Background: an optimization exercise with open tools, aiming at small area and a short achievable clock period. Do not read the settings as production practice. Only simulation tests tie the RTL to the original design; equivalence was not proved.

==> module disp_content, before the edit <==
module disp_content(clk,
cur_mode, clk_status, hour_check_en, onehz,
main_seconds, sw_timerec,
alr_cur_set, alr_cur_set_mode, alr_music_cur, alr_len_cur, alr_sec_cur,
cd_seconds,
digits, disp_en);
input clk;
input [1:0] cur_mode;
input [1:0] clk_status;
input hour_check_en;
input onehz;
input [16:0] main_seconds;
input [25:0] sw_timerec;
input [1:0] alr_cur_set;
input [1:0] alr_cur_set_mode;
input [1:0] alr_music_cur;
input [1:0] alr_len_cur;
input [16:0] alr_sec_cur;
input [16:0] cd_seconds;
output [31:0] digits;
output [7:0] disp_en;
localparam K = 16;    
function [3:0] fix10;
    input [3:0] a;
    begin
        fix10[3] = a[3] | (a[2] & a[0]) | (a[2] & a[1]);
        fix10[2] = (a[3] & a[0]) | (a[2] & ~a[1] & ~a[0]);
        fix10[1] = (a[3] & ~a[0]) | (~a[2] & a[1]) | (a[1] & a[0]);
        fix10[0] = (a[3] & ~a[0]) | (~a[3] & ~a[2] & a[0]) | (a[2] & a[1] & ~a[0]);
    end
endfunction
function [5:0] fix60;
    input [5:0] a;
    begin
        fix60 = (a >= 6'd30) ? a + 6'd2 : a;
    end
endfunction
function [24:0] step;
    input [24:0] st;
    input a;
    input b;
    reg [3:0] c0, c1;
    reg [5:0] s, m;
    reg [4:0] h;
    begin
        {h, m, s, c1, c0} = st;
        c0 = fix10(c0);
        c1 = fix10(c1);
        s = fix60(s);
        m = fix60(m);
        h = {h[3:0], m[5]};
        m = {m[4:0], s[5]};
        s = {s[4:0], c1[3] | b};
        c1 = {c1[2:0], c0[3]};
        c0 = {c0[2:0], a};
        step = {h, m, s, c1, c0};
    end
endfunction
function [6:0] dec60;
    input [5:0] v;
    reg [2:0] t;
    reg [5:0] u;
    begin
        t = v / 10;
        u = v - t * 10;
        dec60 = {t, u[3:0]};
    end
endfunction
wire sw = (cur_mode == 2'd1);
wire al = (cur_mode == 2'd2);
wire [23:0] xa = sw ? sw_timerec[23:0] : 24'd0;
reg [16:0] xb;
always @(*) begin
    case (cur_mode)
        2'd0: xb = main_seconds;
        2'd2: xb = alr_sec_cur;
        2'd3: xb = cd_seconds;
        default: xb = 17'd0;
    endcase
end
reg [24:0] sa;
integer i;
always @(*) begin
    sa = 25'd0;
    for (i = 23; i >= 24 - K; i = i - 1)
        sa = step(sa, xa[i], (i <= 16) ? xb[i] : 1'b0);
end
reg [24:0] st;           
reg [23-K:0] xl;         
reg st_sw, st_al;
reg [1:0] a7, a6;        
reg [1:0] len_q, len_d;  
reg en7, en6, en5, en3;
always @(posedge clk) begin
    st <= sa;
    xl <= xa[23-K:0] | xb[23-K:0];
    st_sw <= sw;
    st_al <= al;
    a7 <= cur_mode == 2'd0 ? {1'b0, hour_check_en} : al ? alr_cur_set : 2'd0;
    a6 <= al ? alr_music_cur : 2'd0;
    len_q <= alr_len_cur;
    len_d <= len_q;
    en7 <= cur_mode == 2'd0 ? ~(clk_status[1] & onehz) : sw | (al & ~(onehz & alr_cur_set_mode == 2'd0));
    en6 <= sw | (al & ~(onehz & alr_cur_set_mode == 2'd1));
    en5 <= ~(al & onehz & alr_cur_set_mode == 2'd2);
    en3 <= ~(al & onehz & alr_cur_set_mode == 2'd3);
end
reg [24:0] sb;
always @(*) begin
    sb = st;
    for (i = 23 - K; i >= 0; i = i - 1)
        sb = step(sb, st_sw & xl[i], ~st_sw & xl[i]);
end
wire [3:0] c0 = sb[3:0];
wire [3:0] c1 = sb[7:4];
wire [5:0] s = sb[13:8];
wire [5:0] m = sb[19:14];
wire [4:0] hr = sb[24:20];
wire [4:0] h = {hr[4] & ~hr[3], hr[3] & ~hr[4], hr[2:0]};
wire [6:0] ds = dec60(s);
wire [6:0] dm = dec60(m);
wire [6:0] dh = dec60({1'b0, h});
wire [6:0] p01 = st_al ? dm : ds;
wire [6:0] p23 = st_sw ? ds : st_al ? dh : dm;
wire [6:0] p45 = st_sw ? dm : dh;
wire [6:0] p67 = dh;
wire [2:0] len_t = len_d == 2'd0 ? 3'd1 : len_d == 2'd1 ? 3'd3 : len_d == 2'd2 ? 3'd4 : 3'd6;
wire [3:0] len_u = len_d[0] ? 4'd0 : 4'd5;
wire [1:0] r7 = st_sw ? p67[5:4] : a7;
wire [3:0] r6 = st_sw ? p67[3:0] : {2'b00, a6};
wire [6:0] r54 = st_al ? {len_t, len_u} : p45;
wire [6:0] r32 = p23;
wire [7:0] r10 = st_sw ? {c1, c0} : {1'b0, p01};
assign digits = {2'b00, r7, r6, 1'b0, r54, 1'b0, r32, r10};
assign disp_en = {en7, en6, en5, en5, en3, en3, en3, en3};
endmodule
==> flow/config.mk <==
export PLATFORM = sky130hd
export DESIGN_NAME = disp_content
export DESIGN_NICKNAME = disp_content
export VERILOG_FILES = /design/flow/design.v
export SDC_FILE = /design/flow/constraint.sdc
export NUM_CORES = 4
export LEC_CHECK = 0
export CAP_MARGIN = 20
export CORE_MARGIN = 2
export CORE_UTILIZATION = 55
export CTS_BUF_LIST = sky130_fd_sc_hd__clkbuf_4 sky130_fd_sc_hd__clkbuf_8
export SLEW_MARGIN = 20
==> flow/constraint.sdc <==
create_clock -name core_clock -period 25.0 [get_ports {clk}]
set_input_delay 5.0000 -clock core_clock [delete_from_list [all_inputs] [get_ports {clk}]]
set_output_delay 5.0000 -clock core_clock [all_outputs]
set_load 0.01 [all_outputs]
standard.sh (not shown) runs the stock make flow with config.mk's settings and CLKGATE_MAP_FILE= SYNTH_SCRIPT=/design/flow/synth_recipe.tcl, a recipe that flattens the netlist after the stock synthesis.
==> flow/flow/run.sh <==
#!/bin/bash
# Layout flow: the standard flow (standard.sh) with three changes:
#  - synthesis skips the full/half-adder extraction step, so ABC sees all
#    of the logic, and maps it with an ABC script of its own;
#  - input and output ports get sky130_fd_sc_hd__buf_1 buffers.
set -euo pipefail
here=$(pwd)
fdir=$here/flow
# synthesis script: the standard flow's own, with abc calls pointed at our ABC script
{
  echo "proc abc {args} {"
  echo "  set i [lsearch -exact \$args -script]"
  echo "  if {\$i >= 0} { lset args [expr {\$i + 1}] $fdir/abc_deep.script }"
  echo "  yosys abc {*}\$args"
  echo "}"
  cat $here/synth_recipe.tcl
} > $here/my_synth.tcl
sed -e "s#SYNTH_SCRIPT=[^ ]*#SYNTH_SCRIPT=$here/my_synth.tcl ADDER_MAP_FILE= 'BUFFER_PORTS_ARGS=-buffer_cell sky130_fd_sc_hd__buf_1'#" \
    $here/standard.sh > $here/my_flow.sh
bash $here/my_flow.sh synth > $here/synth.log 2>&1
bash $here/my_flow.sh > $here/layout.log 2>&1
==> flow/flow/abc_deep.script <==
strash
&get -n
&deepsyn -T 40
&dch -f
&nf -p -R 1000 -E 100
&put
topo
stime -c
buffer -c
upsize -c
dnsize -c
==> next run, changes <==
--- a/flow/design.v
+++ b/flow/design.v
@@ -21,5 +21,4 @@
 output [31:0] digits;
 output [7:0] disp_en;
-localparam K = 16;    
 function [3:0] fix10;
     input [3:0] a;
@@ -80,37 +79,18 @@
     endcase
 end
-reg [24:0] sa;
+reg [24:0] sb;
 integer i;
 always @(*) begin
-    sa = 25'd0;
-    for (i = 23; i >= 24 - K; i = i - 1)
-        sa = step(sa, xa[i], (i <= 16) ? xb[i] : 1'b0);
+    sb = 25'd0;
+    for (i = 23; i >= 0; i = i - 1)
+        sb = step(sb, xa[i], (i <= 16) ? xb[i] : 1'b0);
 end
-reg [24:0] st;           
-reg [23-K:0] xl;         
-reg st_sw, st_al;
-reg [1:0] a7, a6;        
-reg [1:0] len_q, len_d;  
-reg en7, en6, en5, en3;
-always @(posedge clk) begin
-    st <= sa;
-    xl <= xa[23-K:0] | xb[23-K:0];
-    st_sw <= sw;
-    st_al <= al;
-    a7 <= cur_mode == 2'd0 ? {1'b0, hour_check_en} : al ? alr_cur_set : 2'd0;
-    a6 <= al ? alr_music_cur : 2'd0;
-    len_q <= alr_len_cur;
-    len_d <= len_q;
-    en7 <= cur_mode == 2'd0 ? ~(clk_status[1] & onehz) : sw | (al & ~(onehz & alr_cur_set_mode == 2'd0));
-    en6 <= sw | (al & ~(onehz & alr_cur_set_mode == 2'd1));
-    en5 <= ~(al & onehz & alr_cur_set_mode == 2'd2);
-    en3 <= ~(al & onehz & alr_cur_set_mode == 2'd3);
-end
-reg [24:0] sb;
-always @(*) begin
-    sb = st;
-    for (i = 23 - K; i >= 0; i = i - 1)
-        sb = step(sb, st_sw & xl[i], ~st_sw & xl[i]);
-end
+reg [1:0] len_q;         
+always @(posedge clk) len_q <= alr_len_cur;
+wire st_sw = sw;
+wire st_al = al;
+wire [1:0] a7 = cur_mode == 2'd0 ? {1'b0, hour_check_en} : al ? alr_cur_set : 2'd0;
+wire [1:0] a6 = al ? alr_music_cur : 2'd0;
+wire [1:0] len_d = len_q;
 wire [3:0] c0 = sb[3:0];
 wire [3:0] c1 = sb[7:4];
@@ -133,5 +113,14 @@
 wire [6:0] r32 = p23;
 wire [7:0] r10 = st_sw ? {c1, c0} : {1'b0, p01};
-assign digits = {2'b00, r7, r6, 1'b0, r54, 1'b0, r32, r10};
+reg [27:0] dig;
+reg en7, en6, en5, en3;
+always @(posedge clk) begin
+    dig <= {r7, r6, r54, r32, r10};
+    en7 <= cur_mode == 2'd0 ? ~(clk_status[1] & onehz) : sw | (al & ~(onehz & alr_cur_set_mode == 2'd0));
+    en6 <= sw | (al & ~(onehz & alr_cur_set_mode == 2'd1));
+    en5 <= ~(al & onehz & alr_cur_set_mode == 2'd2);
+    en3 <= ~(al & onehz & alr_cur_set_mode == 2'd3);
+end
+assign digits = {2'b00, dig[27:26], dig[25:22], 1'b0, dig[21:15], 1'b0, dig[14:8], dig[7:0]};
 assign disp_en = {en7, en6, en5, en5, en3, en3, en3, en3};
 endmodule
Outcome:
- The changed run completed without violations
- die area decreases by a little under a tenth
- non-clock buffer count stays the same
- area after synthesis decreases by a little under a tenth
- via count decreases by a little under a tenth
- wire length decreases by a few percent
- hold slack gains 91 ps
- cell area decreases by a little under a tenth
- first-iteration DRC count increases by roughly a tenth

==> what the ideal ports hide <==
No port has a modelled driver above. Below, the same layouts with a new extraction and two added sets of constraints. Step 1 (the two cells are an assumption about what drives the block):
set clk [get_ports {clk}]
set_driving_cell -lib_cell sky130_fd_sc_hd__clkbuf_16 $clk
set_driving_cell -lib_cell sky130_fd_sc_hd__buf_2 [delete_from_list [all_inputs] $clk]
Step 2 also shifts input and output timing later by t, the mid clock arrival at the registers, as if the neighbouring blocks saw the same clock. a / b / c = no drivers / after step 1 / after step 2; a / b = the first two.
| run | t (ns) | slack for setup (ns) | worst slew at a driven data input, ns | cell pins on the clock port's net |
|---|---|---|---|---|
| the first run | 0.319 | 12.113 / 12.084 / 12.241 | 0.04 | 1 |
| the second run | 0.308 | 4.973 / 4.974 / 4.666 | 0.04 | 1 |
After both steps setup and hold are still met in every run listed. For the second run, which loses most, drivers alone change the setup slack by +0.001 ns; drivers and shift together by -0.307 ns.
